Context: an optimization exercise on an open-source flow, tuned for small area. The choices shown serve that exercise and are no tape-out recipe.
In this exercise RTL edits were held to simulation tests only and were not proved equivalent to the original.
Power and IR drop assume default switching activity.

--- design/flow/flow/run.sh ---
#!/bin/bash
# The standard layout (standard.sh: the standard flow's synthesis and ORFS flow), with
# these changes to how the layout is made:
#  - synthesis is synth_recipe.tcl with ABC's script swapped for
#    flow/abc.script (flow/synth.tcl);
#  - port buffers are sky130_fd_sc_hd__buf_1 (every port still gets one);
#  - CTS builds the tree from clkbuf_8 (clusters of at most 16 sinks within
#    60 um) and inserts no dummy loads;
#  - floorplan keeps synthesis's single tie-hi/tie-lo cell for the constant
#    outputs instead of one per load (SKIP_REPAIR_TIE_FANOUT).
# ORFS writes each step's full log under orfs/logs/; the make output goes to
# standard.log in this folder.
set -euo pipefail
export FLOW_WORK="$PWD"
export FLOW_ABC_SCRIPT="$PWD/flow/abc.script"
export BUFFER_PORTS_ARGS="-buffer_cell sky130_fd_sc_hd__buf_1"
export SKIP_REPAIR_TIE_FANOUT=1
export CTS_ARGS="-sink_clustering_enable -repair_clock_nets -dont_use_dummy_load -buf_list sky130_fd_sc_hd__clkbuf_8 -sink_clustering_size 16 -sink_clustering_max_diameter 60"
sed "s#SYNTH_SCRIPT=[^ ]*synth_recipe\.tcl#SYNTH_SCRIPT=$PWD/flow/synth.tcl#" standard.sh > standard_abc.sh
grep -q "SYNTH_SCRIPT=$PWD/flow/synth.tcl" standard_abc.sh
bash standard_abc.sh > standard.log 2>&1
grep -q "flow: ABC script" orfs/logs/*/ram_tester/base/1_2_yosys.log
--- design/flow/flow/abc.script ---
&get -n
&st
&dch
&nf
&st
&syn2
&dch
&nf
&st
&dch
&nf
&put
buffer -c
topo
stime -c
upsize -c
dnsize -c
--- design/flow/flow/synth.tcl ---
# synth_recipe.tcl unchanged, except that ABC maps the logic with
# flow/abc.script (registers are mapped by dfflibmap before ABC runs, so
# they are the standard synthesis's).
trace add variable ::abc_args write flow_abc_script
proc flow_abc_script {args} {
  trace remove variable ::abc_args write flow_abc_script
  set i [lsearch -exact $::abc_args -script]
  lset ::abc_args [expr {$i + 1}] $::env(FLOW_ABC_SCRIPT)
  puts "flow: ABC script $::env(FLOW_ABC_SCRIPT)"
}
source $::env(FLOW_WORK)/synth_recipe.tcl
--- design/flow/standard.sh ---
#!/bin/bash
# synth_recipe.tcl (not shown) runs the flow's synth.tcl, then flattens the netlist and writes it again
# the make line also repeats each setting of config.mk as NAME=value (left out here)
make -C /OpenROAD-flow-scripts/flow DESIGN_CONFIG=/design/flow/config.mk WORK_HOME=/design/flow/orfs CLKGATE_MAP_FILE= SYNTH_SCRIPT=/design/flow/synth_recipe.tcl "${@:-finish}"
--- design/flow/config.mk ---
export PLATFORM = sky130hd
export DESIGN_NAME = ram_tester
export DESIGN_NICKNAME = ram_tester
export VERILOG_FILES = /design/flow/design.v
export SDC_FILE = /design/flow/constraint.sdc
export NUM_CORES = 4
export LEC_CHECK = 0
export CAP_MARGIN = 20
export CORE_MARGIN = 2
export CORE_UTILIZATION = 70
export SLEW_MARGIN = 20
--- design/flow/constraint.sdc ---
create_clock -name core_clock -period 10.0 [get_ports {clk_i}]
set_input_delay 2.0000 -clock core_clock [delete_from_list [all_inputs] [get_ports {clk_i}]]
set_output_delay 2.0000 -clock core_clock [all_outputs]
set_load 0.01 [all_outputs]
--- design/flow/design.v ---
module ram_tester
#(
     parameter AXI_ID           = 0
)
(
     input          clk_i
    ,input          rst_i
    ,input          cfg_awvalid_i
    ,input  [31:0]  cfg_awaddr_i
    ,input          cfg_wvalid_i
    ,input  [31:0]  cfg_wdata_i
    ,input  [3:0]   cfg_wstrb_i
    ,input          cfg_bready_i
    ,input          cfg_arvalid_i
    ,input  [31:0]  cfg_araddr_i
    ,input          cfg_rready_i
    ,input          outport_awready_i
    ,input          outport_wready_i
    ,input          outport_bvalid_i
    ,input  [1:0]   outport_bresp_i
    ,input  [3:0]   outport_bid_i
    ,input          outport_arready_i
    ,input          outport_rvalid_i
    ,input  [31:0]  outport_rdata_i
    ,input  [1:0]   outport_rresp_i
    ,input  [3:0]   outport_rid_i
    ,input          outport_rlast_i
    ,output         cfg_awready_o
    ,output         cfg_wready_o
    ,output         cfg_bvalid_o
    ,output [1:0]   cfg_bresp_o
    ,output         cfg_arready_o
    ,output         cfg_rvalid_o
    ,output [31:0]  cfg_rdata_o
    ,output [1:0]   cfg_rresp_o
    ,output         outport_awvalid_o
    ,output [31:0]  outport_awaddr_o
    ,output [3:0]   outport_awid_o
    ,output [7:0]   outport_awlen_o
    ,output [1:0]   outport_awburst_o
    ,output         outport_wvalid_o
    ,output [31:0]  outport_wdata_o
    ,output [3:0]   outport_wstrb_o
    ,output         outport_wlast_o
    ,output         outport_bready_o
    ,output         outport_arvalid_o
    ,output [31:0]  outport_araddr_o
    ,output [3:0]   outport_arid_o
    ,output [7:0]   outport_arlen_o
    ,output [1:0]   outport_arburst_o
    ,output         outport_rready_o
);
reg awvalid_q;
reg wvalid_q;
wire wr_cmd_accepted_w  = (cfg_awvalid_i && cfg_awready_o) || awvalid_q;
wire wr_data_accepted_w = (cfg_wvalid_i  && cfg_wready_o)  || wvalid_q;
always @ (posedge clk_i or posedge rst_i)
if (rst_i)
    awvalid_q <= 1'b0;
else if (cfg_awvalid_i && cfg_awready_o && !wr_data_accepted_w)
    awvalid_q <= 1'b1;
else if (wr_data_accepted_w)
    awvalid_q <= 1'b0;
always @ (posedge clk_i or posedge rst_i)
if (rst_i)
    wvalid_q <= 1'b0;
else if (cfg_wvalid_i && cfg_wready_o && !wr_cmd_accepted_w)
    wvalid_q <= 1'b1;
else if (wr_cmd_accepted_w)
    wvalid_q <= 1'b0;
wire [3:0] wr_dec_in_w;
assign wr_dec_in_w[0] = (cfg_awaddr_i[7:0] == 8'h0);
assign wr_dec_in_w[1] = (cfg_awaddr_i[7:0] == 8'h4);
assign wr_dec_in_w[2] = (cfg_awaddr_i[7:0] == 8'h8);
assign wr_dec_in_w[3] = (cfg_awaddr_i[7:0] == 8'h14);
reg [3:0] wr_dec_q;
always @ (posedge clk_i)
if (cfg_awvalid_i && cfg_awready_o)
    wr_dec_q <= wr_dec_in_w;
wire [3:0] wr_dec_w = awvalid_q ? wr_dec_q : wr_dec_in_w;
reg [31:0] wr_data_q;
always @ (posedge clk_i)
if (cfg_wvalid_i && cfg_wready_o)
    wr_data_q <= cfg_wdata_i;
wire [31:0] wr_data_w = wvalid_q ? wr_data_q : cfg_wdata_i;
wire read_en_w  = cfg_arvalid_i & cfg_arready_o;
wire write_en_w = wr_cmd_accepted_w && wr_data_accepted_w;
assign cfg_arready_o = ~cfg_rvalid_o;
assign cfg_awready_o = ~cfg_bvalid_o && ~cfg_arvalid_i && ~awvalid_q;
assign cfg_wready_o  = ~cfg_bvalid_o && ~cfg_arvalid_i && ~wvalid_q;
wire wr_cfg_w   = write_en_w & wr_dec_w[0];
wire wr_base_w  = write_en_w & wr_dec_w[1];
wire wr_end_w   = write_en_w & wr_dec_w[2];
wire wr_write_w = write_en_w & wr_dec_w[3];
reg [3:0]  cfg_burst_len_q;
reg        cfg_read_q;
reg        cfg_dly_q;
reg [31:0] base_q;
reg [31:0] end_q;
reg [31:0] user_q;
always @ (posedge clk_i or posedge rst_i)
if (rst_i)
begin
    cfg_burst_len_q <= 4'b0;
    cfg_read_q      <= 1'b0;
    cfg_dly_q       <= 1'b0;
end
else if (wr_cfg_w)
begin
    cfg_burst_len_q <= wr_data_w[31:28];
    cfg_read_q      <= wr_data_w[8:8];
    cfg_dly_q       <= wr_data_w[7:7];
end
always @ (posedge clk_i or posedge rst_i)
if (rst_i)
    base_q <= 32'b0;
else if (wr_base_w)
    base_q <= wr_data_w;
always @ (posedge clk_i or posedge rst_i)
if (rst_i)
    end_q <= 32'b0;
else if (wr_end_w)
    end_q <= wr_data_w;
always @ (posedge clk_i or posedge rst_i)
if (rst_i)
    user_q <= 32'b0;
else if (wr_write_w)
    user_q <= wr_data_w;
localparam STATE_IDLE  = 2'd0;
localparam STATE_START = 2'd1;
localparam STATE_RUN   = 2'd2;
localparam STATE_WAIT  = 2'd3;
reg [1:0]  state_q;
reg [1:0]  next_state_r;
reg [29:0] current_q;       
reg [29:0] outstanding_q;      
reg        burst_q;
reg [3:0]  burst_cnt_q;
wire [5:0]  lo_diff_w = {1'b0, end_q[6:2]} - {1'b0, current_q[4:0]};
wire [4:0]  rem_lo_w  = lo_diff_w[4:0];
wire        borrow_w  = lo_diff_w[5];
wire [24:0] e_hi_w = end_q[31:7];
wire [24:0] c_hi_w = current_q[29:5];
wire [25:0] d_w    = {1'b0, e_hi_w ^ c_hi_w};
wire        hi_eq_w = ~|d_w;
reg         hi_eq1_r;
integer     j;
always @ *
begin
    hi_eq1_r = d_w[0];
    for (j = 0; j < 25; j = j + 1)
        hi_eq1_r = hi_eq1_r & ~(d_w[j+1] & ~d_w[j]) & ~(d_w[j] & (c_hi_w[j] ^ d_w[j+1]));
end
wire        rem_lt32_w = borrow_w ? hi_eq1_r : hi_eq_w;
wire        at_end_w   = rem_lt32_w && (rem_lo_w == 5'd0);
wire strobe_w = wr_cfg_w & (|wr_data_w[3:0]);
always @ *
begin
    next_state_r = state_q;
    case (state_q)
    STATE_START: next_state_r = STATE_RUN;
    STATE_RUN:
        if (at_end_w && !burst_q)
            next_state_r = STATE_WAIT;
    STATE_WAIT:
        if (outstanding_q == 30'd0)
            next_state_r = STATE_IDLE;
    default: ;
    endcase
    if (next_state_r == STATE_IDLE && strobe_w)
        next_state_r = STATE_START;
end
always @ (posedge clk_i or posedge rst_i)
if (rst_i)
    state_q <= STATE_IDLE;
else
    state_q <= next_state_r;
wire start_w = (state_q == STATE_START);
wire run_w   = (state_q == STATE_RUN);
wire busy_w  = state_q[1];
reg [31:0] write_data_q;
reg        cfg_inc_q;
wire pop_w;
wire out_w_w;       
always @ (posedge clk_i or posedge rst_i)
if (rst_i)
    cfg_inc_q <= 1'b0;
else if (next_state_r == STATE_START)
    cfg_inc_q <= ~wr_data_w[0] & ~wr_data_w[1] & wr_data_w[2];
always @ (posedge clk_i)
if (next_state_r == STATE_START)
begin
    if (wr_data_w[0])
        write_data_q <= 32'h00000000;
    else if (wr_data_w[1])
        write_data_q <= 32'hFFFFFFFF;
    else if (wr_data_w[2])
        write_data_q <= 32'h33221100;
    else
        write_data_q <= user_q;
end
else if (cfg_inc_q && ((pop_w && out_w_w) || outport_rvalid_i))
    write_data_q <= write_data_q + 32'h44444444;
reg [15:0] lfsr_q;
reg [15:0] lfsr_next_r;
reg        feedback_r;
integer i;
always @ *
begin
    lfsr_next_r = lfsr_q;
    for (i = 0; i < 4; i = i + 1)
    begin
        feedback_r  = ^(16'h8810 & lfsr_next_r);
        lfsr_next_r = {lfsr_next_r[14:0], ~feedback_r};
    end
end
always @ (posedge clk_i or posedge rst_i)
if (rst_i)
    lfsr_q <= 16'b0;
else
    lfsr_q <= lfsr_next_r;
reg [3:0] delay_q;
wire      push_w;
always @ (posedge clk_i or posedge rst_i)
if (rst_i)
    delay_q <= 4'b0;
else if (push_w)
    delay_q <= lfsr_q[15:12];
else if (delay_q != 4'b0)
    delay_q <= delay_q - 4'd1;
wire valid_w = (!cfg_dly_q || delay_q == 4'b0) &&
               (!at_end_w || burst_q) && run_w;
wire awvalid_w = valid_w & ~burst_q & ~cfg_read_q;
wire arvalid_w = valid_w & cfg_read_q;
wire wvalid_w  = (burst_q | awvalid_w) & valid_w;
reg  [3:0] count_q;
wire       accept_w = ~count_q[3];
assign push_w = (awvalid_w | arvalid_w | wvalid_w) & accept_w;
wire push_addr_w = (awvalid_w | arvalid_w) & accept_w;
wire [4:0] max_words_w = {1'b0, cfg_burst_len_q} + 5'd1;
wire       push_big_w = ~rem_lt32_w || (rem_lo_w > max_words_w);
reg  [3:0] push_len_r;
always @ *
begin
    if (push_big_w)
        push_len_r = cfg_burst_len_q;
    else if (rem_lo_w == 5'd2 || rem_lo_w == 5'd4 || rem_lo_w == 5'd8)
        push_len_r = rem_lo_w[3:0] - 4'd1;
    else
        push_len_r = 4'd0;
end
always @ (posedge clk_i or posedge rst_i)
if (rst_i)
    burst_q <= 1'b0;
else if (awvalid_w && accept_w && push_len_r != 4'b0)
    burst_q <= 1'b1;
else if (wvalid_w && accept_w && burst_cnt_q == 4'b0)
    burst_q <= 1'b0;
always @ (posedge clk_i or posedge rst_i)
if (rst_i)
    burst_cnt_q <= 4'b0;
else if (awvalid_w && accept_w)
    burst_cnt_q <= push_len_r - 4'd1;
else if (wvalid_w && accept_w)
    burst_cnt_q <= burst_cnt_q - 4'd1;
wire [4:0]  cur_lo_w = {1'b0, current_q[3:0]} + {1'b0, push_len_r} + 5'd1;
reg  [25:0] cur_hi_r;
reg         cur_a_r;
integer     q;
always @ *
begin
    cur_a_r = 1'b1;
    for (q = 0; q < 26; q = q + 1)
    begin
        cur_hi_r[q] = current_q[q+4] ^ (cur_lo_w[4] & cur_a_r);
        cur_a_r     = cur_a_r & current_q[q+4];
    end
end
wire [29:0] cur_next_w = {cur_hi_r, cur_lo_w[3:0]};
always @ (posedge clk_i or posedge rst_i)
if (rst_i)
    current_q <= 30'b0;
else if (start_w)
    current_q <= base_q[31:2];
else if (push_addr_w)
    current_q <= cur_next_w;
reg  [7:0] pend_q;           
reg        out_burst_q;      
reg  [3:0] out_cnt_q;
reg        axi_awvalid_q;
reg        axi_wvalid_q;
wire       q_valid_w = (count_q != 4'd0);
wire       head_ar_w = cfg_read_q;
wire       head_aw_w = ~cfg_read_q & ~out_burst_q;
assign     out_w_w   = ~cfg_read_q;
wire [8:0] out_rem_lo_w = {4'b0, rem_lo_w} + {1'b0, pend_q};
wire       out_hi_w     = ~rem_lt32_w;
wire       out_big_w    = out_hi_w || (out_rem_lo_w > {4'b0, max_words_w});
reg  [3:0] out_len_r;
always @ *
begin
    if (out_big_w)
        out_len_r = cfg_burst_len_q;
    else if (out_rem_lo_w == 9'd2 || out_rem_lo_w == 9'd4 || out_rem_lo_w == 9'd8)
        out_len_r = out_rem_lo_w[3:0] - 4'd1;
    else
        out_len_r = 4'd0;
end
assign outport_awvalid_o = q_valid_w & head_aw_w & ~axi_awvalid_q;
assign outport_wvalid_o  = q_valid_w & out_w_w   & ~axi_wvalid_q;
assign outport_arvalid_o = q_valid_w & head_ar_w;
assign pop_w = q_valid_w &
               ((outport_arvalid_o && outport_arready_i) ||
                (((outport_awvalid_o && outport_awready_i) || axi_awvalid_q || !head_aw_w) &&
                 ((outport_wvalid_o  && outport_wready_i)  || axi_wvalid_q  || !out_w_w) && !head_ar_w));
wire pop_addr_w = pop_w & (head_ar_w | head_aw_w);
always @ (posedge clk_i or posedge rst_i)
if (rst_i)
    count_q <= 4'b0;
else if (push_w & ~pop_w)
    count_q <= count_q + 4'd1;
else if (~push_w & pop_w)
    count_q <= count_q - 4'd1;
always @ (posedge clk_i or posedge rst_i)
if (rst_i)
    pend_q <= 8'b0;
else if (push_addr_w | pop_addr_w)
    pend_q <= pend_q + (push_addr_w ? {4'b0, push_len_r} + 8'd1 : 8'd0)
                     - (pop_addr_w  ? {4'b0, out_len_r}  + 8'd1 : 8'd0);
always @ (posedge clk_i or posedge rst_i)
if (rst_i)
    out_burst_q <= 1'b0;
else if (pop_w && head_aw_w && out_len_r != 4'b0)
    out_burst_q <= 1'b1;
else if (pop_w && out_burst_q && out_cnt_q == 4'b0)
    out_burst_q <= 1'b0;
always @ (posedge clk_i)
if (pop_w && head_aw_w)
    out_cnt_q <= out_len_r - 4'd1;
else if (pop_w)
    out_cnt_q <= out_cnt_q - 4'd1;
always @ (posedge clk_i or posedge rst_i)
if (rst_i)
    axi_awvalid_q <= 1'b0;
else if (outport_awvalid_o && outport_awready_i && (outport_wvalid_o && !outport_wready_i))
    axi_awvalid_q <= 1'b1;
else if (pop_w)
    axi_awvalid_q <= 1'b0;
always @ (posedge clk_i or posedge rst_i)
if (rst_i)
    axi_wvalid_q <= 1'b0;
else if (outport_wvalid_o && outport_wready_i && (outport_awvalid_o && !outport_awready_i))
    axi_wvalid_q <= 1'b1;
else if (pop_w)
    axi_wvalid_q <= 1'b0;
wire [8:0]  out_lo_w   = {1'b0, current_q[7:0]} - {1'b0, pend_q};
reg  [21:0] out_hi_r;
reg         out_z_r;
integer     n;
always @ *
begin
    out_z_r = 1'b1;
    for (n = 0; n < 22; n = n + 1)
    begin
        out_hi_r[n] = current_q[n+8] ^ (out_lo_w[8] & out_z_r);
        out_z_r     = out_z_r & ~current_q[n+8];
    end
end
wire [29:0] out_addr_w = {out_hi_r, out_lo_w[7:0]};
assign outport_awaddr_o  = {out_addr_w, 2'b00};
assign outport_awid_o    = AXI_ID;
assign outport_awlen_o   = {4'b0, out_len_r};
assign outport_awburst_o = 2'b01;
assign outport_wdata_o   = write_data_q;
assign outport_wstrb_o   = 4'hF;
assign outport_wlast_o   = out_burst_q ? (out_cnt_q == 4'd0) : (out_len_r == 4'd0);
assign outport_bready_o  = 1'b1;
assign outport_araddr_o  = {out_addr_w, 2'b00};
assign outport_arid_o    = AXI_ID;
assign outport_arlen_o   = {4'b0, out_len_r};
assign outport_arburst_o = 2'b01;
assign outport_rready_o  = 1'b1;
wire resp_w  = outport_bvalid_i || (outport_rvalid_i && outport_rlast_i);
wire out_up_w = push_addr_w & ~resp_w;
wire out_dn_w = ~push_addr_w & resp_w;
reg [29:0] outstanding_r;
reg        all1_r;
reg        all0_r;
integer    m;
always @ *
begin
    all1_r = 1'b1;
    all0_r = 1'b1;
    for (m = 0; m < 30; m = m + 1)
    begin
        outstanding_r[m] = outstanding_q[m] ^ ((out_up_w & all1_r) | (out_dn_w & all0_r));
        all1_r = all1_r &  outstanding_q[m];
        all0_r = all0_r & ~outstanding_q[m];
    end
end
always @ (posedge clk_i or posedge rst_i)
if (rst_i)
    outstanding_q <= 30'b0;
else
    outstanding_q <= outstanding_r;
function [31:0] inc32;
    input [31:0] a;
    input        cin;
    integer      k;
    reg          c;
    begin
        c = cin;
        for (k = 0; k < 32; k = k + 1)
        begin
            inc32[k] = a[k] ^ c;
            c        = a[k] & c;
        end
    end
endfunction
reg        init_q;
always @ (posedge clk_i or posedge rst_i)
if (rst_i)
    init_q <= 1'b0;
else
    init_q <= ~start_w;
reg [29:0] errors_q;    
reg [31:0] time_q;      
reg [31:0] last_q;
reg        last_vld_q;
wire [29:0] errors_w = init_q ? errors_q : 30'h00000000;
wire [31:0] time_w   = init_q ? time_q   : 32'hFFFFFFFE;
always @ (posedge clk_i)
begin
    errors_q <= inc32({2'b00, errors_w}, outport_rvalid_i && outport_rdata_i != write_data_q);
    time_q   <= inc32(time_w, busy_w);
end
always @ (posedge clk_i)
if (outport_rvalid_i)
    last_q <= outport_rdata_i;
always @ (posedge clk_i or posedge rst_i)
if (rst_i)
    last_vld_q <= 1'b0;
else if (start_w)
    last_vld_q <= 1'b0;
else if (outport_rvalid_i)
    last_vld_q <= 1'b1;
wire [31:0] last_w = last_vld_q ? last_q : 32'h00000000;
reg [31:0] data_r;
always @ *
begin
    data_r = 32'b0;
    case (cfg_araddr_i[7:0])
    8'h0:
    begin
        data_r[31:28] = cfg_burst_len_q;
        data_r[8:8]      = cfg_read_q;
        data_r[7:7] = cfg_dly_q;
    end
    8'h4:    data_r = base_q;
    8'h8:     data_r = end_q;
    8'hc:     data_r[0] = busy_w;
    8'h10: data_r = {current_q, 2'b00};
    8'h14:   data_r = user_q;
    8'h18:    data_r = time_w;
    8'h1c:  data_r = {2'b00, errors_w};
    8'h20:    data_r = last_w;
    default:           data_r = 32'b0;
    endcase
end
reg rvalid_q;
always @ (posedge clk_i or posedge rst_i)
if (rst_i)
    rvalid_q <= 1'b0;
else if (read_en_w)
    rvalid_q <= 1'b1;
else if (cfg_rready_i)
    rvalid_q <= 1'b0;
assign cfg_rvalid_o = rvalid_q;
reg [31:0] rd_data_q;
always @ (posedge clk_i)
if (!rvalid_q)
    rd_data_q <= data_r;
assign cfg_rdata_o = rd_data_q;
assign cfg_rresp_o = 2'b0;
reg bvalid_q;
always @ (posedge clk_i or posedge rst_i)
if (rst_i)
    bvalid_q <= 1'b0;
else if (write_en_w)
    bvalid_q <= 1'b1;
else if (cfg_bready_i)
    bvalid_q <= 1'b0;
assign cfg_bvalid_o = bvalid_q;
assign cfg_bresp_o  = 2'b0;
endmodule
==> flow_summary.toml, run 1 <==
[route]
vias = 17664
viasPerCell = 6.63
drc = 0
dr.pass1.iters = 6
ant_nets = 0
wl_per_cell_um = 22.7
drtIter0Drc = 2203
wl_um = 60500

[floorplan]
dieArea_um2 = 32900
start_util_pct = 71.5
fp.coreArea_um2 = 30800
rows = 64
ios = 332
die_x_um = 181
die_h_um = 181

[yosys]
syn_avg_cell_area_um2 = 10.2
syn_area_um2 = 22000
yosys_warnings = 1
async_reset_ff_share_pct = 51.6
yosysSeqAreaShare_pct = 48.1
ys.flop_type = "dfrtp_1"
ys_types = 90
synth.area.top_cells = "dfrtp_1, edfxtp_1, ha_1"
synth_area_leader_cell = "dfrtp_1"
syn_inst = 2150
synth-seq-cells = 409
synthesis.nets = 2442
synth_edf_count = 136
synth_top_area_share_pct = 24.0

[timing]
worst_slew_pin_slew_ns = 1.11
slew_headroom_pct = 25.3
drv_slew = 0
setup_viol = 0
timing.final.crit_share_pct = 85.2
period_needed_ns = 8.52
max_freq_mhz = 117
report.final.hold_viol_count = 0
tns_ns = 0
finClkSkew_ns = 0.0862
grt_setup_unrepaired = "no"

[clock_network]
cts-root-buf = "clkbuf_8"
path_clk_slew_ns = 0.10
cts_buffer_depth = 3
cts.sinks = 409
clk_latency_ns = 0.59
htreeDepth = 2
ctsHoldBuffers = 0
post_cts_resized = 0
cts_tree = "done"
cts_setup_buffers = 0
cts_buffers = 34

[final_layout]
drive_gt1_share_pct = 4.94
antenna_cells = 0
final_cell_mix = "buf_1, nor2_1, dfrtp_1"
area_growth_pct = 5.08
fin_nets = 2562
fillers = 2216
multi_input_area_um2 = 10200
layout_commonest_cell = "buf_1"
seq_area_um2 = 10600
postLayoutCellArea_um2 = 23200

[critical_path]
required_ns = 10.44
cp-start-kind = "input port"
slowest_delay_ns = 0.44
critPathMaxFanout = 2
endpoint_kind = "register"
crit_top_cell = "ha_1"
crit_path_top_delay_cell = "a2111oi_0"
cp.arrival_ns = 8.95
path_class = "in2reg"

[global_routing]
antenna_found_initial = 2
grt_pass1_wl_um = 93800
overflow = 0
grt_usage_pct = 36.8
grt_pass1_vias = 16801
grt_max_degree = 140

[pwr]
vdd.ir_drop.worst_mv = 0.250
power.leakage_nw = 9.49
p_per_area_nw_per_um2 = 348

[min_path]
min_path_type = "reg2reg"

[place]
io_buffer_count = 233
dpl-instance-area_um2 = 22700
gp_congestion = 0.972
dpl.hpwl_um = 44500

[outcome]
outcome = "complete, no violations"

[flow_run]
cap_violations = 0
==> flip-flops by register name (all words and copies together) (netlist names), 2 cells and up <==
register	cells
write_data_q	32
rd_data_q	32
current_q	30
errors_q	30
time_q	32
outstanding_q	30
delay_q	4
user_q	32
last_q	32
wr_dec_q	4
base_q	32
wr_data_q	32
state_q	2
lfsr_q	16
pend_q	8
out_cnt_q	4
burst_cnt_q	4
cfg_burst_len_q	4
end_q	32
count_q	4
==> worst max-delay path, delay by kind of cell <==
family                   cells  cell delay, ns
AO/OA/AOI/OAI                3            1.14
adder cells (fa/ha/maj)     29            5.35
XOR/XNOR                     1            0.12
AND/OR/NAND/NOR              1            0.18
buffers and inverters        2            0.17
==> path summary, 6_finish.rpt <==
check                                         start  slack, ns  depth (start not counted)                       end
min                             lfsr_q[7]$_DFF_PP0_       0.36                          0      lfsr_q[11]$_DFF_PP0_
max reg2reg                current_q[1]$_DFFE_PP0P_       2.39                         29     pend_q[7]$_DFFE_PP0P_
max in group asynchronous                     rst_i       6.74                          3      wvalid_q$_DFFE_PP0P_
min in group asynchronous                     rst_i       1.71                          2  current_q[8]$_DFFE_PP0P_
min reg2reg                     lfsr_q[7]$_DFF_PP0_       0.36                          0      lfsr_q[11]$_DFF_PP0_
max                             outport_rdata_i[25]       1.48                         36      errors_q[29]$_DFF_P_
==> power breakdown <==
group          leakage (nW)  internal, W  switching (W)
clock network         0.244     0.000307       0.000524
registers              4.31      0.00234       0.000778
logic                  4.93      0.00168        0.00242
total                  9.49      0.00433        0.00372
==> metal layers <==
layer	up-vias	track usage [%]	share of wire, %
li1	7872	-	-
met4	0	13.4	3.5
met3	130	6.38	12
met1	8508	53.4	40
met2	1154	56.1	44
met5	-	0	0
==> through the flow <==
stage	total power [W]	hold WS, ns	std cells	utilization [%]	setup slack (ns)
floorplan	0.00606	0.331	2150	-	1.73
global placement	0.00693	0.331	2630	73.6	1.19
detailed placement	0.00714	0.336	2630	73.6	1.05
CTS	0.00798	0.357	2664	75.1	1.62
global route	0.00864	0.359	2664	75.1	1.32
finish	0.00805	0.356	2664	75.1	1.48
==> final cells by class <==
type | instances | share of cell area, %
Timing Repair Buffer | 250 | 4.33
Tap cell | 396 | 2.14
Multi-Input combinational cell | 1465 | 43.9
Inverter | 110 | 1.82
Clock buffer | 34 | 2.02
Sequential cell | 409 | 45.8
==> synth_stat cells (all sizes together) (5+ instances only) <==
cell / instances
and3: 19
nand4: 19
nor2b: 23
nor3b: 7
edfxtp: 136
o22ai: 29
a22oi: 61
xnor2: 92
nand2: 77
and2: 42
buf: 93
clkbuf: 73
inv: 110
a22o: 8
nor4: 17
o32ai: 12
o21ai: 44
fa: 10
or3: 8
and4: 10
or4: 5
a221oi: 6
nand3b: 10
ha: 125
a211oi: 8
a222oi: 38
nand3: 65
o21bai: 6
a21oi: 193
dfxtp: 62
mux2i: 50
nor2: 232
mux2: 11
a21o: 15
o211ai: 7
xor2: 42
o31ai: 5
nand2b: 60
nand4b: 5
dfrtp: 211
a31oi: 10
nor3: 40
or2: 9
==> cell families after synthesis <==
group	share of synthesized area, %
buffers and inverters	6.07
other	0.0341
xor gates and xnor gates	5.39
AOI/OAI and AO/OA	13.9
DFF	48.1
muxes	2.92
and+or+nand+nor	15.5
adders and majority gates	8.01
==> run 2, diff against run 1 <==
==> design/flow/flow/abc.script (replaced) <==
&get -n
&st
&dch
&nf -R 1000
&st
&syn2
&dch
&nf -R 1000
&st
&dch
&nf -R 1000
&st
&dch
&nf -R 1000
&put
buffer -c
topo
stime -c
upsize -c
dnsize -c
==> run 2 against run 1 <==
Still clean on timing, DRC and antenna. Die area down 1.8%. Sequential power decreased by 6.7%. Count of clock-buffer cells in the layout is the same. Sequential share of layout area is 0.75 points higher. Worst setup slack got worse by 0.33 ns. Area after synthesis fell by 1.9%. First-iteration DRC count shrank 0.45%. Clock power about the same. Final area fell by 1.6%. Final cell count is 0.86% lower. Flip-flop and latch count unchanged. Critical path type unchanged.
==> flow_summary.toml, run 2 <==
[yosys]
synth.area.top_cells = "dfrtp_1, edfxtp_1, ha_1"
syn_area_um2 = 21600
synth-seq-cells = 409
synth_edf_count = 136
ys_types = 69
synthesis.nets = 2417
async_reset_ff_share_pct = 51.6
syn_inst = 2125
syn_avg_cell_area_um2 = 10.2
yosys_warnings = 1
yosysMostFrequentCell = "nor2_1"
synth_area_leader_cell = "dfrtp_1"
synth_top_area_share_pct = 24.4
yosysSeqAreaShare_pct = 49.0
ys.flop_type = "dfrtp_1"
synth_top_cells_by_count = "nor2_1, a21oi_1, dfrtp_1, edfxtp_1, ha_1"

[pwr]
power_w = 0.00740
p_per_area_nw_per_um2 = 325
vdd.ir_drop.worst_mv = 0.214
power.leakage_nw = 9.40

[clock_network]
cts_buffer_depth = 3
ctsHoldBuffers = 0
cts_tree = "done"
htreeDepth = 2
cts_setup_buffers = 0
clk_latency_ns = 0.57
post_cts_resized = 0
cts-root-buf = "clkbuf_8"
path_clk_slew_ns = 0.10
cts.sinks = 409
cts_buffers = 34

[route]
met1Wirelength_um = 24300
dr_wl_met3_um = 7510
ant_nets = 0
top_layer = "met5"
dr.pass1.iters = 9
routed-wl-met2_um = 26200
viasPerCell = 6.50
wl_um = 59400
drtIter0Drc = 2193
drc = 0
vias = 17155
wl_per_cell_um = 22.5

[final_layout]
drive_gt1_share_pct = 4.14
final_cells = 2641
fillers = 2256
utilization_pct = 74.7
antenna_cells = 0
fin_nets = 2539
layout_commonest_cell = "buf_1"
area_growth_pct = 5.35
final_cell_mix = "buf_1, nor2_1, a21oi_1"

[floorplan]
die_x_um = 180
rows = 64
ios = 332
dieArea_um2 = 32300
start_util_pct = 70.9
die_h_um = 180
fp.coreArea_um2 = 30500

[global_routing]
grt_pass1_vias = 16496
grt_usage_pct = 36.3
grt_max_degree = 75
grt_pass1_wl_um = 92200
overflow = 0
antenna_found_initial = 1

[critical_path]
path_class = "in2reg"
cp.arrival_ns = 9.32
crit_path_top_delay_cell = "o41a_1"
critPathMaxFanout = 2
crit_top_cell = "ha_1"
required_ns = 10.47
endpoint_kind = "register"
slowest_delay_ns = 0.46
cp-start-kind = "input port"

[timing]
timing.final.crit_share_pct = 88.5
period_needed_ns = 8.85
tns_ns = 0
report.final.hold_viol_count = 0
grt_setup_unrepaired = "no"
drv_slew = 0
setup_viol = 0
finClkSkew_ns = 0.0563
worst_slew_pin_slew_ns = 1.02
slew_headroom_pct = 30.3
max_freq_mhz = 113

[outcome]
outcome = "complete, no violations"

[place]
dpl.hpwl_um = 44300
gp_congestion = 0.956
dp_cells = 2607
io_buffer_count = 233

[min_path]
min_path_type = "reg2reg"

[flow_run]
cap_violations = 0
run 2: final timing paths:
kind	startpoint	end	slack [ns]	cells after the start
setup / recovery	outport_rdata_i[10]	errors_q[29]$_DFF_P_	1.15	38
hold / removal	lfsr_q[5]$_DFF_PP0_	lfsr_q[9]$_DFF_PP0_	0.36	0
setup reg to reg	current_q[1]$_DFFE_PP0P_	pend_q[7]$_DFFE_PP0P_	2.12	31
hold reg to reg	lfsr_q[5]$_DFF_PP0_	lfsr_q[9]$_DFF_PP0_	0.36	0
max in group asynchronous	rst_i	burst_q$_DFFE_PP0P_	7.11	3
min in group asynchronous	rst_i	current_q[19]$_DFFE_PP0P_	1.52	2
run 2: layer usage:
metal	global-route usage (%)	up-vias
li1	-	7765
met1	52.8	8287
met2	54.8	988
met3	9.34	113
met4	9.53	2
met5	0	-
run 2: power by group:
part | switching, W | leakage (nW) | internal, W
Clock | 0.000522 | 0.244 | 0.000307
Sequential | 0.000655 | 4.29 | 0.00225
Combinational | 0.00219 | 4.86 | 0.00148
run 2: area by class of cell:
type | instances | area [um2] | area share [%]
timing repair buffer | 251 | 1010 | 4.44
inverter | 106 | 405 | 1.78
clock buffer | 34 | 468 | 2.05
multi-input combinational | 1445 | 9800 | 43.0
tap | 396 | 495 | 2.17
sequential | 409 | 10600 | 46.6
run 2: stage by stage:
step | worst slack (ns) | area [um2] | hold slack [ns]
after floorplan | 1.40 | 21600 | 0.331
after global placement | 0.634 | 22300 | 0.334
after detailed placement | 0.562 | 22300 | 0.338
after CTS | 1.15 | 22800 | 0.364
after global routing | 0.876 | 22800 | 0.372
final | 1.15 | 22800 | 0.361
run 2: cells by family after synthesis:
family	after synthesis	share of synthesized area (%)
AND/OR/NAND/NOR	631	14.4
AO/OA/AOI/OAI	492	14.5
flip-flops	409	49.0
buffers and inverters	271	5.98
adder cells (fa/ha/maj)	135	8.16
XOR/XNOR	130	5.26
multiplexers	55	2.60
other	2	0.0347
run 2: worst max-delay path, delay by kind of cell:
family / cells / cell delay (ns)
adder cells (fa/ha/maj): 29 / 5.38
AO/OA/AOI/OAI: 4 / 1.19
AND/OR/NAND/NOR: 2 / 0.31
XOR/XNOR: 2 / 0.26
buffers and inverters: 1 / 0.17
==> run 3, diff against run 2 <==
--- a/design/flow/design.v
+++ b/design/flow/design.v
@@ -446,26 +446,4 @@
     last_vld_q <= 1'b1;
 wire [31:0] last_w = last_vld_q ? last_q : 32'h00000000;
-reg [31:0] data_r;
-always @ *
-begin
-    data_r = 32'b0;
-    case (cfg_araddr_i[7:0])
-    8'h0:
-    begin
-        data_r[31:28] = cfg_burst_len_q;
-        data_r[8:8]      = cfg_read_q;
-        data_r[7:7] = cfg_dly_q;
-    end
-    8'h4:    data_r = base_q;
-    8'h8:     data_r = end_q;
-    8'hc:     data_r[0] = busy_w;
-    8'h10: data_r = {current_q, 2'b00};
-    8'h14:   data_r = user_q;
-    8'h18:    data_r = time_w;
-    8'h1c:  data_r = {2'b00, errors_w};
-    8'h20:    data_r = last_w;
-    default:           data_r = 32'b0;
-    endcase
-end
 reg rvalid_q;
 always @ (posedge clk_i or posedge rst_i)
@@ -478,7 +456,27 @@
 assign cfg_rvalid_o = rvalid_q;
 reg [31:0] rd_data_q;
+wire       rd_ld_w = ~rvalid_q;
+wire [7:0] ra_w    = cfg_araddr_i[7:0];
+wire       s_cfg_w  = rd_ld_w & (ra_w == 8'h0);
+wire       s_base_w = rd_ld_w & (ra_w == 8'h4);
+wire       s_end_w  = rd_ld_w & (ra_w == 8'h8);
+wire       s_sts_w  = rd_ld_w & (ra_w == 8'hc);
+wire       s_cur_w  = rd_ld_w & (ra_w == 8'h10);
+wire       s_user_w = rd_ld_w & (ra_w == 8'h14);
+wire       s_time_w = rd_ld_w & (ra_w == 8'h18);
+wire       s_err_w  = rd_ld_w & (ra_w == 8'h1c);
+wire       s_last_w = rd_ld_w & (ra_w == 8'h20);
+wire [31:0] cfg_rd_w = {cfg_burst_len_q, 19'b0, cfg_read_q, cfg_dly_q, 7'b0};
 always @ (posedge clk_i)
-if (!rvalid_q)
-    rd_data_q <= data_r;
+    rd_data_q <= ({32{s_cfg_w}}  & cfg_rd_w)
+               | ({32{s_base_w}} & base_q)
+               | ({32{s_end_w}}  & end_q)
+               | ({32{s_sts_w}}  & {31'b0, busy_w})
+               | ({32{s_cur_w}}  & {current_q, 2'b00})
+               | ({32{s_user_w}} & user_q)
+               | ({32{s_time_w}} & time_w)
+               | ({32{s_err_w}}  & {2'b00, errors_w})
+               | ({32{s_last_w}} & last_w)
+               | ({32{rvalid_q}} & rd_data_q);
 assign cfg_rdata_o = rd_data_q;
 assign cfg_rresp_o = 2'b0;
==> run 3 against run 2 <==
Register-to-register slack worse by 0.06 ns. Area after synthesis shrank 0.79%. Combinational power fell by 7.1%. First-iteration DRC count fell by 9.8%. Power down 5.5%. Core utilization down 0.12 points. Fmax up 3.2%. Non-clock buffer count grew 4. Worst setup slack better by 0.27 ns. Wire length up 0.60%. Die area down 0.77%. Critical path depth shrank 15.
==> flow_summary.toml, run 3 <==
[pwr]
power.leakage_nw = 9.55
p_int_w = 0.00386
vdd.ir_drop.worst_mv = 0.193
p_per_area_nw_per_um2 = 309
power_frac_comb_pct = 48.7
p_sw_w = 0.00314
p_sw_share_pct = 44.8
pwr-share-seq_pct = 39.9
p_clk_share_pct = 11.4

[final_layout]
fillers = 2211
fin_nets = 2558
postLayoutCellArea_um2 = 22600
area_growth_pct = 5.46
final_cell_mix = "buf_1, nor2_1, dfrtp_1"
layout_commonest_cell = "buf_1"
drive_gt1_share_pct = 4.28

[clock_network]
htreeDepth = 1
cts_tree = "done"
cts-root-buf = "clkbuf_8"
cts_buffers = 31
cts_buffer_depth = 3
cts_setup_buffers = 0
path_clk_slew_ns = 0.10
cts.sinks = 409
ctsHoldBuffers = 0
clk_latency_ns = 0.65
post_cts_resized = 0

[timing]
report.final.hold_viol_count = 0
grt_setup_unrepaired = "no"
drv_slew = 0
finClkSkew_ns = 0.0398
setup_ws_ns = 1.42
slew_headroom_pct = 26.0
timing.final.crit_share_pct = 85.8
tns_ns = 0
worst_slew_pin_slew_ns = 1.11
period_needed_ns = 8.58
max_freq_mhz = 117
setup_viol = 0

[yosys]
synth-seq-cells = 409
synthesis.nets = 2435
syn_inst = 2143
ys_types = 73
syn_avg_cell_area_um2 = 10.0
ys.flop_type = "dfrtp_1"
yosysMostFrequentCell = "nor2_1"
synth_top_area_share_pct = 24.6
synth_top_cells_by_count = "nor2_1, dfrtp_1, a21oi_1, ha_1, edfxtp_1"
yosys_warnings = 1
synth_edf_count = 104
synth.area.top_cells = "dfrtp_1, edfxtp_1, dfxtp_1"
async_reset_ff_share_pct = 51.6
yosysSeqAreaShare_pct = 47.9
syn_area_um2 = 21500
synth_area_leader_cell = "dfrtp_1"

[critical_path]
endpoint_kind = "output pin"
slowest_delay_ns = 0.74
critPathMaxFanout = 6
cp-start-kind = "register"
cp.arrival_ns = 6.58
crit_path_top_delay_cell = "o21ai_0"
critical_path_cell_count = 23
ff2ff_path_depth = 31
cp.buffers_inverters = 4
path_class = "reg2out"
required_ns = 8.00
crit_chain = "inv_1 -> fa_1 -> xor2_1 -> ha_1 -> xnor2_1 -> ha_1 -> nand2_1 -> nor2_1 -> a211oi_1 -> nor2_1 -> a211oi_1 -> a21oi_1 -> a21oi_1 -> o21ai_0 -> a2111o_1 -> or3_1 -> o21ai_0 -> inv_1 -> ha_1 -> inv_1 -> or3_1 -> o21ai_0 -> buf_1"
cp_top_family = "compound AO/OA/AOI/OAI gates"
r2r_slack_ns = 2.06

[global_routing]
use_met1_pct = 54.6
grt_pass1_vias = 16069
overflow = 0
grt_max_degree = 75
met3_usage_pct = 9.25
grt_most_used_layer = "met2"
use_met2_pct = 55.5
antenna_found_initial = 2
grt_usage_pct = 37.3
grt_pass1_wl_um = 90400

[floorplan]
die_x_um = 179
dieArea_um2 = 32100
die_h_um = 179
rows = 64
start_util_pct = 70.7
fp.coreArea_um2 = 30300
ios = 332

[place]
io_buffer_count = 233
dpl-instance-area_um2 = 22200
pre_cts_ws_ns = 1.15
gp_congestion = 0.942
dpl.hpwl_um = 43800

[route]
vias = 17079
wl_um = 59800
drtIter0Drc = 1978
drc = 0
dr.pass1.iters = 7
viasPerCell = 6.42
wl_per_cell_um = 22.5
ant_nets = 0

[flow_run]
cap_violations = 0

[min_path]
holdPathStages = 0
min_path_type = "reg2reg"

[outcome]
outcome = "complete, no violations"
==> run 3: cell count changes after synthesis, moves of 9 or more <==
cell      before  now
a221oi_1       7   17
a22o_1         5   20
a22oi_1       60   30
dfxtp_1       62   94
edfxtp_1     136  104
nand2_1       80  103
nor2_1       231  222
nor2b_1       29   20
o21ai_0       55   65
xnor2_1       83   94
xor2_1        47   57
==> run 3: final timing paths <==
| kind | from | endpoint |
|---|---|---|
| setup / recovery | current_q[1]$_DFFE_PP0P_ | outport_wlast_o |
| hold / removal | lfsr_q[5]$_DFF_PP0_ | lfsr_q[9]$_DFF_PP0_ |
| setup reg to reg | current_q[1]$_DFFE_PP0P_ | pend_q[7]$_DFFE_PP0P_ |
| hold reg to reg | lfsr_q[5]$_DFF_PP0_ | lfsr_q[9]$_DFF_PP0_ |
| max in group asynchronous | rst_i | outstanding_q[6]$_DFF_PP0_ |
| min in group asynchronous | rst_i | awvalid_q$_DFFE_PP0P_ |
==> run 3: per-stage QoR <==
| stage | cells | util (%) | hold slack [ns] | total power, W |
|---|---|---|---|---|
| 5_1_grt | 2661 | 74.6 | 0.376 | 0.00756 |
| 2_1_floorplan | 2143 | - | 0.331 | 0.00530 |
| 6_report | 2661 | 74.6 | 0.360 | 0.00700 |
| 3_5_place_dp | 2629 | 73.1 | 0.336 | 0.00617 |
| 3_3_place_gp | 2629 | 73.1 | 0.332 | 0.00600 |
| 4_1_cts | 2660 | 74.5 | 0.359 | 0.00696 |
==> run 3: per-layer routing <==
metal / wire (um) / vias to the layer above
met3: 6980 / 103
li1: - / 7795
met4: 1620 / 2
met5: 12 / -
met2: 26000 / 910
met1: 25100 / 8269
==> run 3: cell families (layout without fill, tap and decap cells) <==
kind of cell	Yosys count	after routing	share of synthesized area, %
other	2	3	0.0350
muxes	46	46	2.18
DFF	409	409	47.9
adders and majority gates	135	135	8.22
buffers and inverters	270	391	6.00
AOI/OAI and AO/OA	492	492	14.7
xor gates and xnor gates	151	151	6.16
and+or+nand+nor	638	638	14.8
==> run 3: area by class of cell <==
cell class / instances / area (um2) / area share [%]
sequential: 409 / 10300 / 45.5
timing repair buffer: 255 / 1040 / 4.60
tap: 396 / 495 / 2.19
antenna: 1 / 2.50 / 0.0111
multi-input combinational: 1464 / 9970 / 44.1
inverter: 105 / 404 / 1.79
clock buffer: 31 / 427 / 1.89
==> run 3: power groups by stage <==
stage	clock [W]	combinational, W	sequential, W
CTS	0.000797	0.00340	0.00276
detailed placement	0	0.00338	0.00279
finish	0.000797	0.00341	0.00279
global route	0.000846	0.00387	0.00284
floorplan	0	0.00272	0.00258
global placement	0	0.00323	0.00277
==> run 3: worst reg2reg max path: cells and delay by family, from the launching register on <==
family / cells / cell delay [ns]
buffers and inverters: 2 / 0.30
adder cells (fa/ha/maj): 6 / 2.24
AO/OA/AOI/OAI: 14 / 2.97
XOR/XNOR: 3 / 1.07
AND/OR/NAND/NOR: 6 / 0.77
flip-flops: 1 / 0.50

## what the ideal ports hide
No port has a modelled driver above. Below, the same layouts with a new extraction and two added sets of constraints. Step 1: set_driving_cell puts a clkbuf_16 on clk_i and a buf_2 on each other input, an assumption about the parent block. Step 2 times the ports against the registers' clock, not the clock port: input delays grow and output delays shrink by t, the midpoint of the rising clock arrivals with the driver on. Three values: ideal, step 1, step 2; two values: the first two.
run	t (ns)	slack for setup (ns)	worst hold slack (ns)	latest minus earliest clock arrival (ns)	slew at the worst register clock pin (ns)
run 1	0.593	1.481 / 1.508 / 0.915	0.356 / 0.356 / 0.356	0.087 / 0.086	0.11 / 0.11
run 2	0.597	1.150 / 1.180 / 0.584	0.361 / 0.361 / 0.361	0.056 / 0.057	0.10 / 0.10
run 3	0.677	1.425 / 1.375 / 1.089	0.360 / 0.360 / 0.360	0.041 / 0.041	0.11 / 0.11
After both steps setup and hold are still met in every run listed.
